This design comes from an exercise in tuning for small area on the open sky130 flow, not from production work.
The RTL was checked by simulation tests, not by an equivalence proof against the original design.
Power and IR drop assume default switching activity.

<file path="config.mk">
export PLATFORM = sky130hd
export DESIGN_NAME = synth_top
export DESIGN_NICKNAME = synth_top
export VERILOG_FILES = /design/flow/design.v
export SDC_FILE = /design/flow/constraint.sdc
export NUM_CORES = 4
export LEC_CHECK = 0
export CAP_MARGIN = 20
export CORE_MARGIN = 2
export CORE_UTILIZATION = 40
export SLEW_MARGIN = 20
</file>
<file path="constraint.sdc">
create_clock -name core_clock -period 100.0 [get_ports {clk}]
set_input_delay 20.0000 -clock core_clock [delete_from_list [all_inputs] [get_ports {clk}]]
set_output_delay 20.0000 -clock core_clock [all_outputs]
set_load 0.01 [all_outputs]
</file>
<file path="design.v">
`timescale 1ns / 1ps
module debounce(pb_debounced, pb, clk);
    output pb_debounced;
    input pb;
    input clk;
    reg [3:0] DFF;
    always @(posedge clk) begin
        DFF[3:1] <= DFF[2:0];
        DFF[0] <= pb;
    end
    assign pb_debounced = (DFF == 4'b1111) ? 1'b1 : 1'b0;
endmodule
module button(clk, btn, rst_n);
    input clk;
    input btn;
    output reg rst_n;
    always @(posedge clk) begin
        rst_n <= ~btn;
    end
endmodule
module one_pulse(clk, signal, op);
    input clk;
    input signal;
    output reg op;
    reg delay;
    always @(posedge clk) begin
        if (signal == 1'b1 && delay == 1'b0)
            op <= 1'b1;
        else
            op <= 1'b0;
        delay <= signal;
    end
endmodule
`timescale 1ns / 1ps
module clock_divider(
    input clk,
    input rst_n,
    input [31:0] num,
    output reg clk_div
    );
    reg [31:0] count;
    wire enough;
    assign enough = count >= num - 32'd1;
    always @(posedge clk) begin
        if (~rst_n || !enough) begin
            clk_div <= 1'b0;
        end else begin            
            clk_div <= 1'b1;
        end
        if (~rst_n || enough) begin
            count <= 32'd0;
        end else begin            
            count <= count + 32'd1;
        end
    end
endmodule
`timescale 1ns / 1ps
module pulse_wave_gen(
    input clk,
    input rst,
    input sample_tick,
    input [15:0]wave_length,  
    input [6:0]amplitude,
    input [5:0] duty,
    output [7:0]out
    );
    wire [15:0] high_length;
    wire [15:0] low_length;
    assign high_length = (wave_length * duty) >> 6;
    assign low_length = wave_length - high_length;
    wire state_transition;
    reg state;
    reg [15:0]sample_count;
    parameter up = 1'b0;
    parameter down = 1'b1;
    always @(posedge clk) begin
        if (state_transition || ~rst) begin
            sample_count <= 16'd0;
        end else begin
            if (sample_tick) 
                sample_count <= sample_count + 16'd1;
            else
                sample_count <= sample_count;
        end
        if (~rst) begin
            state <= up;
        end else begin
            if (state_transition)
                state <= ~state;
            else
                state <= state;
        end
    end
    assign state_transition = (sample_count >= high_length && state == up) || (sample_count >= low_length && state == down);
    assign out = (state == down)? (8'd127 - amplitude) : (8'd127 + amplitude);
endmodule
`timescale 1ns / 1ps
module triangle_wave_gen(
    input clk,
    input rst,
    input sample_tick,
    input [15:0]wave_length,  
    input [6:0]amplitude,
    output [7:0]out
    );
    wire [15:0] first_half_length;
    wire [15:0] second_half_length;
    assign first_half_length = wave_length >> 1;
    assign second_half_length = wave_length - first_half_length;
    wire state_transition;
    reg state;
    reg [15:0]sample_count;
    parameter up = 1'b0;
    parameter down = 1'b1;
    always @(posedge clk) begin
        if (state_transition || ~rst) begin
            sample_count <= 16'd0;
        end else begin
            if (sample_tick) 
                sample_count <= sample_count + 16'd1;
            else
                sample_count <= sample_count;
        end
        if (~rst) begin
            state <= up;
        end else begin
            if (state_transition)
                state <= ~state;
            else
                state <= state;
        end
    end
    assign state_transition = (sample_count >= first_half_length && state == up) || (sample_count >= second_half_length && state == down);
    assign out = (state == up)? (sample_count * amplitude * 2 / first_half_length) + (8'd127 - amplitude) : ((second_half_length - sample_count)* amplitude * 2 / second_half_length) + (8'd127 - amplitude);
endmodule
`timescale 1ns / 1ps
module AD_envelope_gen(
    input clk,
    input rst,
    input sample_tick,
    input [15:0]attack_time,
    input [15:0]decay_time,
    input [6:0] amplitude,
    input note_pressed,
    output [7:0]envelope
    );
    wire note_start;
    one_pulse op1(clk, note_pressed, note_start);
    wire state_transition;
    reg [15:0] sample_count;
    reg [1:0] state;
    wire [1:0] next_state;
    parameter attack = 2'd0;
    parameter decay = 2'd1;
    parameter idle = 2'd2;
    assign state_transition = (sample_count >= attack_time && state == attack) || (sample_count >= decay_time && state == decay) || note_start;
    assign next_state = note_start ? attack : (state + 2'd1);
    always @(posedge clk) begin
        if (~rst) begin
            state <= idle;
        end else begin
            if (state_transition)
                state <= next_state;
            else
                state <= state;
        end
        if (~rst || state_transition) begin
            sample_count <= 16'd0;
        end else begin
            if (sample_tick) begin
                sample_count <= sample_count + 16'd1;
            end else begin
                sample_count <= sample_count;
            end
        end
    end
    reg [11:0] ve;
    always @(posedge clk) begin
        if (~rst) begin
            ve <= 8'd0;
        end else begin
            if (sample_tick) begin
                if (state == attack)
                    ve <= amplitude * sample_count / attack_time;
                else if (state == decay)
                    ve <= amplitude * (decay_time - sample_count) / decay_time;
                else
                    ve <= 8'd0;
            end else begin
                ve <= ve;
            end
        end
    end
    assign envelope = ve > 8'd255 ? 8'd255 : ve[7:0];
endmodule
`timescale 1ns / 1ps
module noise_gen(
    input clk,
    input rst,
    input clk_div,
    input [6:0] amplitude,
    output [7:0] out
    );
    reg [7:0] noise;
    always @(posedge clk) begin
        if (~rst) begin
            noise <= 8'd27;
        end else begin
            if (clk_div) begin
                noise[7] <= noise[6];
                noise[6] <= noise[5];
                noise[5] <= noise[4];
                noise[4] <= noise[3];
                noise[3] <= noise[2];
                noise[2] <= noise[1];
                noise[1] <= noise[0];
                noise[0] <= noise[3] ^ noise[7];
            end else begin
                noise <= noise;
            end
        end
    end
    assign out = ((noise * amplitude) / 16'd127) + 8'd127 - amplitude;
endmodule
`timescale 1ns / 1ps
module mixer(
    input clk,
    input rst,
    input sample_tick,
    input [7:0] in0,
    input [7:0] in1,
    input [7:0] in2,
    input [7:0] in3,
    output reg [7:0] out
    );
    reg [9:0] mixed_value;
    wire [7:0] next_value;
    wire [9:0] sum;
    assign sum = ((in0 + in1) + (in2 + in3));
    always @(posedge clk) begin
        if (~rst) begin
            mixed_value <= 10'd0;
            out <= 8'd127;
        end else begin
            mixed_value <= (sum > 10'd381)? sum - 10'd381 : 10'd0;
            out <= sample_tick ? next_value : out;
        end
    end
    assign next_value = (mixed_value > 10'd255)? 8'd255 : mixed_value[7:0];    
endmodule
`timescale 1ns / 1ps
module PWM_gen (
    input clk,
    input rst,
    input [7:0] duty,
    output reg PWM
);
reg [7:0] count;
always @(posedge clk) begin
    if (~rst) begin
        count <= 8'd0;
        PWM <= 1'b0;
    end else begin
        count <= count + 8'd1;
        if(count < duty)
            PWM <= 1'b1;
        else
            PWM <= 1'b0;
    end
end
endmodule
`timescale 1ns / 1ps
module synth_top(
    input clk,
    input rst,
    input btnL,
    input [15:0] sw,
    output [3:0] led,
	output pmod_1,	 
	output pmod_2,	 
	output pmod_4	 
    );
    wire trigger_noise;
    debounce dn(trigger_noise, btnL, clk);
    assign led = sw[3:0];
    assign pmod_2 = 1'd1;	 
    assign pmod_4 = 1'd1;	 
    wire sample_tick;
    wire noise_tick;
    wire rst_n;
    button br(clk, rst, rst_n);
    clock_divider cd(
        clk,
        rst_n,
        16'd1024,
        sample_tick
    );
    clock_divider cdn(
        clk,
        rst_n,
        {16'd0, 16'b1110_1110_0110_0001},
        noise_tick
    );
    wire wnotecd, wnotecd2;
    clock_divider cdnote(
        clk,
        rst_n,
        32'd250_000,
        wnotecd
    );
    clock_divider cdnote2(
        clk,
        rst_n,
        32'd125_000,
        wnotecd2
    );
    reg [15:0] pulse1_wave_len;
    reg [15:0] pulse2_wave_len;
    reg [15:0] tri_wave_len;
    parameter [0:31] score_amp1 = 32'b1111_1111_1111_1111_0000_0000_0000_0000;
    parameter [0:31] score_amp2 = 32'b1000_0010_1000_0000_0000_0000_0000_0000;
    reg [4:0] score_ptr;
    always @(posedge clk) begin
        if (score_ptr == 5'd0) begin
            pulse2_wave_len <= 16'd148;
        end else begin
            pulse2_wave_len <= 16'd187;
        end
        if (~rst_n) begin
            tri_wave_len <= 16'd1493;
        end else begin
            if (wnotecd) begin
                if (tri_wave_len == 16'd747) begin
                    tri_wave_len <= 16'd1493;
                end else begin
                    tri_wave_len <= 16'd747;
                end
            end else begin
                tri_wave_len <= tri_wave_len;
            end
        end
        if (~rst_n) begin
            pulse1_wave_len <= 16'd373;
        end else begin
            if (wnotecd2) begin
                if (pulse1_wave_len == 16'd373) begin
                    pulse1_wave_len <= 16'd333;
                end else if (pulse1_wave_len == 16'd333) begin
                    pulse1_wave_len <= 16'd296;
                end else if (pulse1_wave_len == 16'd296) begin
                    pulse1_wave_len <= 16'd249;
                end else begin
                    pulse1_wave_len <= 16'd373;
                end
            end else begin
                pulse1_wave_len <= pulse1_wave_len;
            end
        end
        if (~rst_n) begin
            score_ptr <= 5'd0;
        end else begin
            if (wnotecd2) begin
                score_ptr <= score_ptr + 5'd1;
            end else begin
                score_ptr <= score_ptr;
            end
        end
    end
    wire [7:0] pulse1_out;
    wire [7:0] pulse2_out;
    wire [7:0] triangle_out;
    wire [7:0] noise_out;
    wire [7:0] mixer_out;
    pulse_wave_gen pwg1(
        .clk(clk),
        .rst(rst_n),
        .sample_tick(sample_tick),
        .wave_length(pulse1_wave_len),  
        .amplitude(7'd7 * score_amp1[score_ptr]),
        .duty(31),
        .out(pulse1_out)
    );
    pulse_wave_gen pwg2(
        .clk(clk),
        .rst(rst_n),
        .sample_tick(sample_tick),
        .wave_length(pulse2_wave_len),  
        .amplitude(7'd15 * score_amp2[score_ptr]),
        .duty(8),
        .out(pulse2_out)
    );
    triangle_wave_gen twg(
        .clk(clk),
        .rst(rst_n),
        .sample_tick(sample_tick),
        .wave_length(tri_wave_len),  
        .amplitude(127),
        .out(triangle_out)
    );
    wire [7:0] noise_envelope;
    AD_envelope_gen noise_ad(
    .clk(clk),
    .rst(rst_n),
    .sample_tick(sample_tick),
    .attack_time(200),
    .decay_time(5000),
    .amplitude(127),
    .note_pressed(trigger_noise),
    .envelope(noise_envelope)
    );
    noise_gen ng(
        .clk(clk),
        .rst(rst_n),
        .clk_div(noise_tick),
        .amplitude(noise_envelope),
        .out(noise_out)
    );
    reg [7:0] pulse1;
    reg [7:0] pulse2;
    reg [7:0] triangle;
    reg [7:0] noise;
    always @(posedge clk) begin
        if (sw[3])
            pulse1 <= pulse1_out;
        else
            pulse1 <= 8'd127;
        if (sw[2])
            pulse2 <= pulse2_out;
        else
            pulse2 <= 8'd127;
        if (sw[1])
            triangle <= triangle_out;
        else
            triangle <= 8'd127;
        if (sw[0])
            noise <= noise_out;
        else
            noise <= 8'd127;
    end
    mixer mx(
        .clk(clk),
        .rst(rst_n),
        .sample_tick(sample_tick),
        .in0(pulse1),
        .in1(pulse2),
        .in2(triangle),
        .in3(noise),
        .out(mixer_out)
    );
    PWM_gen audio_out(
        .clk(clk),
        .rst(rst_n),
        .duty(mixer_out),
        .PWM(pmod_1)
    );
endmodule
</file>
<file path="run.sh">
#!/bin/bash
# synth_recipe.tcl (not shown) runs the flow's synth.tcl, then flattens the netlist and writes it again
# the make line also repeats each setting of config.mk as NAME=value (left out here)
make -C /OpenROAD-flow-scripts/flow DESIGN_CONFIG=/design/flow/config.mk WORK_HOME=/design/flow/orfs CLKGATE_MAP_FILE= SYNTH_SCRIPT=/design/flow/synth_recipe.tcl finish
</file>
==> reports/qor.csv <==
stage,metric,value,unit
finish,layoutNonFillerInstCount,10965,
setup_path,critPathLaunch,tri_wave_len[9]$_SDFFE_PN0P_,
yosys,netlist_instances,8372,
placed_design,portBuffers,11,
clocking,cts_buffers,36,
timing,fin_skew,0.0187,ns
setup_path,r2r_start,tri_wave_len[9]$_SDFFE_PN0P_,
setup_path,arrival,97.26,ns
timing,setup_viol,0,
setup_path,reg2reg_depth,554,
global_routing,grt_overflow,0,
finish,layout_commonest_cell,ha_1,
clocking,cts_tree,built,
route,wl_per_cell,15.7,um
global_routing,grt_pass1_wl,285000,um
pwr,powerDensity,4320,nW/um2
pwr,combPwrFrac,99.9,%
pwr,p_clk,0.127,mW
timing,finalHoldViolations,0,
clocking,cts-root-buf,clkbuf_16,
hold_path,hold_depth,0,
die,dieArea,162000,um2
clocking,cts_max_path_buffers,3,
yosys,async_flop_share,0,%
timing,fin_crit_sh,96.9,%
setup_path,cp-endpoint,triangle[0]$_SDFF_PN1_,
pwr,p_sw_share,52.0,%
setup_path,worstSetupPathType,register to register,
pwr,power.switching,164,mW
route,ant_nets,0,
die,io_pins,26,
yosys,netlist-cell-type-count,143,
placed_design,dpl_worst_slack,-1.09,ns
timing,tightest_slew,1.05,ns
yosys,synth_edf_count,0,
clocking,clkTransAtPathRegs,0.06,ns
setup_path,r2r_slack,3.13,ns
setup_path,critPathMaxFanout,14,
global_routing,grt_max_degree,56,
yosys,yosys_warnings,18,
setup_path,end_kind,register,
pwr,power_leader,combinational cells,
global_routing,antenna_found_initial,1,
yosys,ys.flop_type,dfxtp_1,
timing,timing.final.ws_setup,3.13,ns
pwr,p_leak,32.3,nW
route,firstDrtPassIters,6,
hold_path,holdPathEnd,dn.DFF[1]$_DFF_P_,
die,die_height,402,um
pwr,p_int,151,mW
die,die_w,402,um
setup_path,path_delay_family,compound AO/OA/AOI/OAI gates,
timing,max_slew_margin,29.6,%
run,maxCapViolations,0,
die,start_util,40.2,%
route,drcViolationCount,0,
setup_path,timing.rr.end,triangle[0]$_SDFF_PN1_,
yosys,synthesis.area,63500,um2
yosys,syn_avg_cell_area,7.59,um2
hold_path,hold_path.class,register to register,
setup_path,crit_required,100.39,ns
route,drt_iter0_markers,3742,
die,rows,146,
timing,report.final.slew_viol_count,0,
route,via_per_inst,5.62,
setup_path,cp_num_buf_inv,30,
global_routing,grt_pass1_vias,59018,
setup_path,crit_path_frequent_cell,o21a_1,
timing,fmax,10.3,MHz
hold_path,min_from,dn.DFF[0]$_DFF_P_,
timing,setup_tns,0,ns
finish,nets,10013,
route,wirelength,172000,um
placed_design,dpl.hpwl,137000,um
setup_path,start_kind,register,
clocking,clock_sinks,291,
placed_design,place_congestion,0.879,
setup_path,critPathMaxStageDelay,0.58,ns
setup_path,path_depth,554,
pwr,powerSeq,0.126,mW
finish,area_delta_synth_final,14.7,%
clocking,clkLatencyLatePin,0.55,ns
finish,layout-drive-gt1-share,13.3,%
yosys,synth_seq_cells,291,
yosys,synth_seq_area_share,9.17,%
run_status,outcome,timing/DRC/antenna clean,
pwr,pwr-share-clk,0,%
clocking,htree_levels,2,
pwr,power_frac_seq,0,%
pwr,powerComb,315,mW
setup_path,cp_slowest_cell,or4_4,
finish,layout_common_cells,"862 x ha_1, 757 x nand2_1, 686 x nor2_1, 543 x inv_1, 465 x buf_4",
timing,rsz0062_at_grt,true,
global_routing,grt_use_total,20.3,%
route,vias,61623,
placed_design,place_inst,10739,
pwr,ir_drop,0.00644,V
timing,fin_crit,96.87,ns
die,core,158000,um2
[metal layers]
metal / vias to the layer above / track usage (%) / part of all wire [%]
met4: 0 / 3.28 / 1.6
met2: 962 / 36.0 / 48
met1: 29168 / 27.4 / 48
met5: - / 0 / 0
met3: 180 / 0.975 / 2.7
li1: 31313 / - / -
[state kept, by name, indices dropped and copies added (netlist names), 4 cells and up]
signal                 flops
audio_out.count            8
cd.count                  32
cdn.count                 32
cdnote.count              32
cdnote2.count             32
dn.DFF                     4
mx.mixed_value            10
mx.out                     8
ng.noise                   8
noise                      8
noise_ad.sample_count     16
noise_ad.ve                8
pulse1                     4
pulse1_wave_len            7
pulse2                     4
pwg1.sample_count         16
pwg2.sample_count         16
score_ptr                  5
triangle                   8
twg.sample_count          16
[worst min-delay path by stage]
stage	end	slack, ns	cells past startpoint
after global placement	dn.DFF[2]$_DFF_P_	0.33	0
after floorplan	dn.DFF[1]$_DFF_P_	0.32	0
[synth_stat cells (all sizes together), types with 125 or more instances]
cell	n	area [um2]
ha	891	11100
nand2	769	2900
nor2	738	2780
inv	558	2090
a21oi	473	2390
o21ai	427	2140
nor3	417	2120
xnor2	403	3530
o21a	357	2680
dfxtp	291	5830
fa	239	4780
nand3	213	1080
xor2	207	1830
o31ai	165	1270
a21o	157	1180
clkbuf	125	469
[power groups by stage]
stage,Combinational (mW),Clock (mW),Sequential (mW)
after global placement,294,0,0.129
after floorplan,261,0,0.127
[layout make-up]
class / instances / area (um2)
Sequential cell: 291 / 5840
Fill cell: 15616 / 85200
Inverter: 558 / 2110
Tap cell: 2072 / 2590
Clock buffer: 47 / 972
Antenna cell: 1 / 2.50
Timing Repair Buffer: 501 / 3990
Multi-Input combinational cell: 7476 / 57100
Clock inverter: 19 / 191
[kinds of logic after synthesis]
kind of cell	after synthesis	synth area share, %
compound gates	2265	24.6
other cells	2	0.0118
fa+ha+maj	1144	25.3
mux	196	3.38
xor+xnor	610	8.44
flops	291	9.17
simple gates	3103	24.3
buf+inv	761	4.73
[what timing repair did]
action	4_1_cts	5_1_grt
setup endpoints to repair	1	3
pin swaps	6	240
cloned	0	4
hold buffers	0	0
buffers inserted	8	147
resized for setup	19	287
endpoints found under the hold margin	0	0
[per-stage QoR]
| stage | area, um2 | total power [mW] | hold WS [ns] | util, % |
|---|---|---|---|---|
| CTS | 70300 | 298 | 0.339 | 44.5 |
| global route | 72800 | 313 | 0.351 | 46.1 |
| global placement | 69000 | 294 | 0.329 | 43.6 |
| finish | 72800 | 315 | 0.337 | 46.1 |
| detailed placement | 69000 | 297 | 0.336 | 43.6 |
| floorplan | 65000 | 261 | 0.324 | - |

re-timing with driven ports:
How much do the figures lean on ideal ports? The routed layout below was timed once more, with nothing changed but the port constraints. Step 1: set_driving_cell puts a clkbuf_16 on clk and a buf_2 on each other input, an assumption about the parent block. Step 2 adds t to the input delays and takes it off the output delays; t is the mean of the earliest and latest rising clock arrival at the registers after step 1. Input paths then give back, and output paths get back, about the clock's delay inside the block. Slacks: no drivers / after step 1 / after step 2; pairs: no drivers / after step 1.
shift t [ns]: 0.598
setup slack, ns: 3.129 / 3.129 / 3.129
worst setup path after step 2: register to register
After both steps this run still meets setup and hold. The setup slack of this run moves by 0.000 ns with the drivers and by 0.000 ns with both steps.
